What follows belongs to an exercise in optimizing a design on an open flow for small area, a short achievable clock period and few clock cycles; a production flow would make more cautious choices. Where RTL was checked, it was by simulation tests only, not by an equivalence proof against the original. No activity file was given, so power comes from the tool's default toggle rates.

Design encode, start of the top module:
module encode#(
	parameter DATAWIDTH_STATE		= 16,
	parameter DATAWIDTH_XMAX		= 18,
	parameter DATAWIDTH_RCPFREQ		= 32,
	parameter DATAWIDTH_BIAS		= 10,
	parameter DATAWIDTH_CMPLFREQ	= 9,
	parameter DATAWIDTH_RCPSHIFT	= 6,
	parameter RANS_BYTE_L_SHIFT		= 8,
	parameter DATANUM				= 130560
)(
	input wire								clk,
	input wire								rst,
	input wire								start,
	output reg								onebyte_end,
	output reg								finish,
	input wire	[	 DATAWIDTH_XMAX-1:0]	x_max,
	input wire								x_max_valid,
	input wire	[ DATAWIDTH_RCPFREQ-1:0]	rcp_freq,
	input wire								rcp_freq_valid,
	input wire	[	 DATAWIDTH_BIAS-1:0]	bias,
	input wire								bias_valid,
	input wire	[DATAWIDTH_CMPLFREQ-1:0]	cmpl_freq,
	input wire								cmpl_freq_valid,
	input wire	[DATAWIDTH_RCPSHIFT-1:0]	rcp_shift,
	input wire								rcp_shift_valid,
	input wire								tvalid,
	input wire	[			   	    7:0]	tdata,
	input wire								tlast,
	output reg	[			   	    7:0]	byte_enc,
	output reg								out_valid
);
For scale: roughly 4100 cells after synthesis, ~100 I/O pins, ~55000 um^2 of cells after synthesis.
export LEC_CHECK = 0
export CAP_MARGIN = 20
export CORE_MARGIN = 2
export CORE_UTILIZATION = 45
export CTS_CLUSTER_DIAMETER = 100
export CTS_CLUSTER_SIZE = 30
export SETUP_SLACK_MARGIN = 5
export SLEW_MARGIN = 20
export SYNTH_MEMORY_MAX_BITS = 16384
create_clock -name core_clock -period 10.0 [get_ports {clk}]
standard.sh (not shown) runs the stock make flow with config.mk's settings and CLKGATE_MAP_FILE= SYNTH_SCRIPT=/design/flow/synth_recipe.tcl, a recipe that flattens the netlist after the stock synthesis.
==> flow/flow/run.sh <==
#!/bin/bash
# Standard synthesis, then the standard ORFS layout steps with repair_timing
# aiming at a larger setup slack (a tighter internal target than the clock).
set -euo pipefail
MARGIN=${MARGIN:-6.5}
bash standard.sh synth > synth.log 2>&1
sed "s/SETUP_SLACK_MARGIN=[0-9.]*/SETUP_SLACK_MARGIN=$MARGIN/" standard.sh > layout.sh
grep -q "SETUP_SLACK_MARGIN=$MARGIN" layout.sh
bash layout.sh > layout.log 2>&1
Testbench counts at the start, summed over its fixed seeds: cycles 36,384.
Rerun with:
--- a/flow/design.v
+++ b/flow/design.v
@@ -147,21 +147,23 @@
 	always @(*) begin
 		rd_hi = 5'd0;
 		for (ik = 1; ik < 32; ik = ik + 1)
 			if (t[ik] & ~t[ik+1]) rd_hi = rd_hi | ik[4:0];
 	end
 	wire [7:0] rd_cdf = {rd_hi, rd_lo};
-	reg			v1, v2, v3, v4, v5, v6, fin1;
+	reg			v1, v2, v3, v4, v5, v6, fin1, fin2;
 	reg			l1, l2, l3, l4, l5, l6;
 	always @(posedge clk) begin
 		if (rst_r) begin
 			v1 <= 1'b0; v2 <= 1'b0; v3 <= 1'b0; v4 <= 1'b0; v5 <= 1'b0; v6 <= 1'b0;
 			fin1 <= 1'b0;
+			fin2 <= 1'b0;
 		end else begin
 			v1 <= tvalid; v2 <= v1; v3 <= v2; v4 <= v3; v5 <= v4; v6 <= v5;
 			fin1 <= v6 & l6;
+			fin2 <= fin1;
 		end
 		l1 <= tlast; l2 <= l1; l3 <= l2; l4 <= l3; l5 <= l4; l6 <= l5;
 	end
 	reg	[7:0]	c0, c1;
 	always @(posedge clk) begin
 		c0 <= c1;
@@ -268,17 +270,12 @@
 	always @(posedge clk) begin
 		onebyte_end <= tvalid;
 		if (rst_r) begin
 			out_valid <= 1'b0;
 			finish    <= 1'b0;
 		end else begin
-			out_valid <= (v5 & need) | (v6 & l6) | fin1;
-			finish    <= fin1;
-		end
-		if (v5)
-			byte_enc <= lo;
-		else if (fin1)
-			byte_enc <= hi;
-		else
-			byte_enc <= u_rem;
+			out_valid <= (v5 & need) | fin1 | fin2;
+			finish    <= fin2;
+		end
+		byte_enc <= (v5 | fin1) ? lo : hi;
 	end
 endmodule
The new run completed with no timing, DRC or antenna violations.
Core utilization climbs by 0.37 points.
Via count drops by about 0.6%.
Routed wire length hardly moves.
Flip-flop and latch count does not change.
Sequential share of layout area drops by 0.35 points.
Clock power climbs by about 3%.
For the second run of this note, only the layout was checked, not whether the RTL still works.

---

encode, a different RTL version from the one above (not shown whole).
For scale: roughly 4200 cells after synthesis, ~1100 flip-flops, roughly 100 I/O pins, about 53000 µm² of cells after synthesis.
==> flow/config.mk <==
export PLATFORM = sky130hd
export DESIGN_NAME = encode
export DESIGN_NICKNAME = encode
export VERILOG_FILES = /design/flow/design.v
export SDC_FILE = /design/flow/constraint.sdc
export NUM_CORES = 8
export LEC_CHECK = 0
export CAP_MARGIN = 20
export CORE_MARGIN = 2
export CORE_UTILIZATION = 45
export CTS_CLUSTER_DIAMETER = 100
export CTS_CLUSTER_SIZE = 30
export SETUP_SLACK_MARGIN = 5
export SLEW_MARGIN = 20
export SYNTH_MEMORY_MAX_BITS = 16384
export TNS_END_PERCENT = 20
==> flow/constraint.sdc <==
create_clock -name core_clock -period 10.0 [get_ports {clk}]
set_input_delay 2.0000 -clock core_clock [delete_from_list [all_inputs] [get_ports {clk}]]
set_output_delay 2.0000 -clock core_clock [all_outputs]
set_load 0.01 [all_outputs]
Scripts as last shown in full above: flow/flow/run.sh
Then changed:
--- a/flow/design.v
+++ b/flow/design.v
@@ -256,36 +256,35 @@
 	reg	[15:0]	x;
 	reg			need;		 
 	reg			sel_n, sel_x;	 
 	wire [7:0] hi = x[15:8];
 	wire [7:0] lo = x[7:0];
 	reg	[7:0]	r1;			 
 	reg	[3:0]	qh;			 
 	reg	[3:0]	d2;			 
 	reg	[7:0]	e2;			 
 	wire [11:0]	u_w = ({12{sel_n}} & {8'd0, hi[7:4]})
 	                | ({12{sel_x}} & {hi, lo[7:4]})
 	                | ({12{v7}}    & {r1, d2});
-	wire [11:0]	u_w2 = v7 ? {r1, d2} : sel_n ? {8'd0, hi[7:4]} : {hi, lo[7:4]};
 	wire [7:0]	v2h = r1[3:0] + e2[7:4];
 	wire [7:0]	u_v = ({8{sel_n}} & {4'd0, hi[7:4]})
 	                | ({8{sel_x}} & {hi[3:0], lo[7:4]})
 	                | ({8{v7}}    & {v2h[3:0], e2[3:0]});
 	wire [15:0]	u_t;		 
 	wire [15:0]	u_e;		 
 	wire [7:0]	u_c [0:15];
 	assign u_t[0] = 1'b1;
 	genvar gm;
 	generate for (gm = 1; gm < 16; gm = gm + 1) begin : g_div
-		assign u_t[gm] = ge12((gm < 8) ? u_w : u_w2, mul[gm]);
+		assign u_t[gm] = ge12(u_w, mul[gm]);
 	end endgenerate
 	generate for (gm = 0; gm < 16; gm = gm + 1) begin : g_cand
 		assign u_c[gm] = u_v - mul[gm][7:0];
 		if (gm < 15) begin : g_e
 			assign u_e[gm] = u_t[gm] & ~u_t[gm+1];
 		end else begin : g_e
 			assign u_e[gm] = u_t[gm];
 		end
 	end endgenerate
 	reg [7:0] u_rem;
 	reg [3:0] u_q;
 	integer mi;
What happened:
- clock-buffer cell count fell by 4
- total power is lower by a few percent
- worst hold slack is worse by 8.3 ps
- maximum frequency came out higher by a little under a tenth
- setup slack gains 320 ps
- via count goes down by a few percent
- cell area goes down by a few percent
- non-clock buffer count decreases by 99
- core utilization falls by 1.3 points
- flip-flop and latch count stays the same
Testbench counts after the change, summed over its fixed seeds: cycles 36,480.
Function not checked in the first run of this note: the RTL went through the layout flow alone.

-- port drivers added, routing unchanged --
In the flow no input, the clock included, has a driving cell. The finished layouts below were timed again as built, in two steps. Step 1 sets driving cells, clkbuf_16 on the clock port and buf_2 on the other inputs (assumed; they add their load-dependent delay and slew). Step 2 adds t to the input delays and takes it off the output delays; t is the mean of the earliest and latest rising clock arrival at the registers after step 1. Input paths then give back, and output paths get back, about the clock's delay inside the block. a / b / c = no drivers / after step 1 / after step 2; a / b = the first two.
| run | shift t [ns] | slack for setup (ns) | hold WS [ns] |
|---|---|---|---|
| the first run of note 1 | 0.745 | 6.387 / 6.387 / 6.387 | 0.338 / 0.338 / 0.338 |
| the second run of note 1 | 0.770 | 6.364 / 6.364 / 6.364 | 0.336 / 0.336 / 0.336 |
| the first run of note 2 | 0.759 | 6.107 / 6.107 / 6.107 | 0.334 / 0.334 / 0.334 |
| the second run of note 2 | 0.756 | 6.422 / 6.349 / 6.438 | 0.326 / 0.326 / 0.326 |
After both steps every run listed still meets setup and hold.
